This is an optimization exercise on Yosys and OpenROAD, whose aim is small area and a short achievable clock period, not a production implementation.
The RTL was checked by simulation tests, not by an equivalence proof against the original design.
Power is estimated from default activity; no workload was simulated.

== exp/onyx ==
==> flow/design.v (excerpt) <==
module Nbit_ALU_Register (r2, r3, ALUop, r0, clk);
parameter n = 32;
input[n-1:0] r2, r3;
input[2:0] ALUop;
input clk;
output [n-1:0] r0;
wire[n-1:0] r1;
Nbit_ALU #(n) alu1 (.r1(r1), .r2(r2), .r3(r3), .ALUop(ALUop) );
Nbit_Register #(n) reg1 (.outo(r0), .ino(r1), .clk(clk) );
endmodule
Size: about 400 cells after synthesis, ~32 flip-flops, about 0.0028 mm2 of cells after synthesis.
==> flow/config.mk <==
export PLATFORM = sky130hd
export DESIGN_NAME = Nbit_ALU_Register
export DESIGN_NICKNAME = Nbit_ALU_Register
export VERILOG_FILES = /design/flow/design.v
export SDC_FILE = /design/flow/constraint.sdc
export NUM_CORES = 4
export LEC_CHECK = 0
export CAP_MARGIN = 20
export CORE_MARGIN = 2
export CORE_UTILIZATION = 60
export CTS_BUF_LIST = sky130_fd_sc_hd__clkbuf_8
export CTS_CLUSTER_DIAMETER = 200
export CTS_CLUSTER_SIZE = 32
export GPL_TIMING_DRIVEN = 0
export SLEW_MARGIN = 20
export SYNTH_HIERARCHICAL = 1
export SYNTH_MINIMUM_KEEP_SIZE = 0
==> flow/constraint.sdc <==
create_clock -name core_clock -period 15.5 [get_ports {clk}]
set_input_delay 3.1000 -clock core_clock [delete_from_list [all_inputs] [get_ports {clk}]]
set_output_delay 3.1000 -clock core_clock [all_outputs]
set_load 0.01 [all_outputs]
standard.sh (not shown) runs the stock make flow with config.mk's settings and CLKGATE_MAP_FILE= SYNTH_SCRIPT=/design/flow/synth_recipe.tcl, a recipe that flattens the netlist after the stock synthesis.
==> flow/flow/run.sh <==
#!/bin/bash
# Standard ORFS layout with two changes: the ports are buffered with buf_1 (instead of the
# delay buffer buffer_ports picks by default), and timing repair aims for a setup slack of
# 10.1 ns, so that it sizes the critical paths for a shorter period than the clock's.
set -euo pipefail
export BUFFER_PORTS_ARGS="-buffer_cell sky130_fd_sc_hd__buf_1"
export SETUP_SLACK_MARGIN=10.1
bash standard.sh > standard.log 2>&1
For exp/ember, these inputs were changed with respect to exp/onyx:
Settings: removing CTS_CLUSTER_DIAMETER (formerly 200); changing CORE_UTILIZATION from 60 to 50; removing CTS_CLUSTER_SIZE (formerly 32); changing CTS_BUF_LIST from sky130_fd_sc_hd__clkbuf_8 to sky130_fd_sc_hd__clkbuf_4.
Findings:
- No run among exp/ember and exp/onyx stopped early or left any final violation; all are clean.
- Compared with exp/onyx, in exp/ember worst hold-check slack went down, share of total power in the clock network went down, relative contribution of combinational cells to total power went up, final cell utilization of the core went down.
Edits applied to the flow inputs when going from exp/ember to exp/violet:
Settings: CORE_UTILIZATION changed from 50 to 60.
==> flow/flow/run.sh <==
#!/bin/bash
# Standard ORFS layout with three changes: the ports are buffered with buf_1 (instead of the
# delay buffer buffer_ports picks by default); timing repair aims for a setup slack of
# 10.3 ns, so that it sizes the critical paths for a shorter period than the clock's; and
# that repair only resizes cells and swaps pins (no new buffers).
set -euo pipefail
export BUFFER_PORTS_ARGS="-buffer_cell sky130_fd_sc_hd__buf_1"
export SETUP_SLACK_MARGIN=10.3
export SETUP_MOVE_SEQUENCE=unbuffer,sizeup,swap
bash standard.sh > standard.log 2>&1
--- outcome ---
No stage failed in exp/violet, and the final checks on the layout all came back clean. exp/violet vs exp/ember — first-iteration DRC count rose about 2.5%. In exp/violet relative to exp/ember, standard cell area after detailed placement had gone down slightly. Compared with exp/ember, total power in exp/violet increased slightly. Global-route usage ended up 3.9 points higher on exp/violet than on exp/ember.
The inputs of exp/pepper differ from those of exp/violet as listed below.
==> flow/flow/run.sh <==
#!/bin/bash
# Standard ORFS layout with three changes: the ports are buffered with buf_1 (instead of the
# delay buffer buffer_ports picks by default); timing repair aims for a setup slack of
# 10.6 ns, so that it sizes the critical paths for a shorter period than the clock's; and
# that repair only resizes cells and swaps pins (no new buffers).
set -euo pipefail
export BUFFER_PORTS_ARGS="-buffer_cell sky130_fd_sc_hd__buf_1"
export SETUP_SLACK_MARGIN=10.6
export SETUP_MOVE_SEQUENCE=unbuffer,sizeup,swap
bash standard.sh > standard.log 2>&1
## What came out
The higher share of final layout cell area taken by clock buffers and inverters of exp/pepper and exp/violet is in exp/violet. Fraction of standard cell area in multi-input logic: exp/pepper higher than exp/violet. Compared with exp/violet, exp/pepper shows a lower met1 wire length. Going from exp/violet to exp/pepper, static power due to leakage grew slightly. On number of filler instances in the final layout, the higher figure sits with exp/violet, not exp/pepper. Clock power for exp/pepper is lower than for exp/violet. exp/pepper reports a lower routed wire length on met2 than exp/violet does. exp/pepper vs exp/violet, post-cts sizing count went up by 11. Between exp/pepper and exp/violet, it is exp/pepper whose clock group share of total power is lower, by 0.9 points. Clock transition at the register clock pins on the worst setup and hold paths after CTS delta (exp/violet -> exp/pepper): insignificant. The minimum clock period after layout of exp/pepper falls short of that of exp/violet by 0.015 ns.
The following lists how exp/xenon was set up differently from exp/pepper:
==> flow/flow/run.sh <==
#!/bin/bash
# Standard ORFS layout with two changes: the ports are buffered with buf_1 (instead of the
# delay buffer buffer_ports picks by default), and timing repair aims for a setup slack of
# 10.3 ns, so that it sizes the critical paths for a shorter period than the clock's.
set -euo pipefail
export BUFFER_PORTS_ARGS="-buffer_cell sky130_fd_sc_hd__buf_1"
export SETUP_SLACK_MARGIN=10.3
bash standard.sh > standard.log 2>&1
## What came out
The lower sequential share of layout area came out of exp/pepper.
The number of buffers inserted by post-CTS setup repair reported for exp/xenon is greater than that of exp/pepper by 2.
exp/pepper → exp/xenon: number of detailed-route iterations in the first pass went up; part of the total power dissipated in the clock network went up; number of clock-tree buffers in the layout did not really move; non-clock buffer count in the final layout went up.
Comparing exp/xenon and exp/pepper, detailed-route wire length per cell is lower on exp/pepper.
Non-clock buffer contribution to total cell area: exp/xenon > exp/pepper
Wire length the detailed router placed on met1 grows by a few percent when moving from exp/pepper to exp/xenon.
For maximum frequency, exp/xenon and exp/pepper come out practically identical.
#### Input delta (exp/quartz over exp/xenon)
Settings: a change of CTS_BUF_LIST from sky130_fd_sc_hd__clkbuf_4 to sky130_fd_sc_hd__clkbuf_2 sky130_fd_sc_hd__clkbuf_4.
==> flow/flow/run.sh <==
#!/bin/bash
# Standard ORFS layout with two changes: the ports are buffered with buf_1 (instead of the
# delay buffer buffer_ports picks by default), and timing repair aims for a setup slack of
# 10.1 ns, so that it sizes the critical paths for a shorter period than the clock's.
set -euo pipefail
export BUFFER_PORTS_ARGS="-buffer_cell sky130_fd_sc_hd__buf_1"
export SETUP_SLACK_MARGIN=10.1
bash standard.sh > standard.log 2>&1
Notes after the runs:
Across exp/xenon and exp/quartz, the outcome is the same: a clean finish for every run. Relative to exp/xenon, setup slack at placement has gone down in exp/quartz. Of exp/xenon and exp/quartz, the run reporting the higher share of final-layout standard cells stronger than drive strength 1 was exp/xenon. Comparing exp/xenon and exp/quartz, the higher global-route usage is on exp/quartz. Between exp/xenon and exp/quartz, the cell area is lower for exp/quartz. When the final numbers for exp/xenon and exp/quartz were put side by side, the critical path depth turned out to be greater in exp/xenon. exp/quartz leaves less setup margin than exp/xenon. Non-clock buffer count: exp/quartz vs exp/xenon down 5.

## port drivers added, routing unchanged
No port has a modelled driver above. Below, the same layouts with a new extraction and two added sets of constraints. Step 1, drivers: a clkbuf_16 drives clk and a buf_2 each remaining input, both assumed. Step 2 times the ports against the registers' clock, not the clock port: input delays grow and output delays shrink by t, the midpoint of the rising clock arrivals with the driver on. a / b / c = no drivers / after step 1 / after step 2; a / b = the first two.
run	t, ns	setup WS [ns]	slew at the worst register clock pin (ns)	worst slew at a driven data input, ns
exp/onyx	0.316	10.277 / 10.274 / 9.958	0.08 / 0.08	0.05
exp/ember	0.353	10.262 / 10.270 / 9.917	0.11 / 0.11	0.05
exp/violet	0.367	10.403 / 10.395 / 10.028	0.12 / 0.12	0.04
exp/pepper	0.358	10.418 / 10.395 / 10.037	0.10 / 0.10	0.06
exp/xenon	0.365	10.419 / 10.419 / 10.054	0.11 / 0.11	0.05
exp/quartz	0.365	10.305 / 10.294 / 9.929	0.12 / 0.12	0.05
After both steps every run listed still meets setup and hold. For exp/pepper, which loses most, drivers alone change the setup slack by -0.023 ns; drivers and shift together by -0.381 ns.
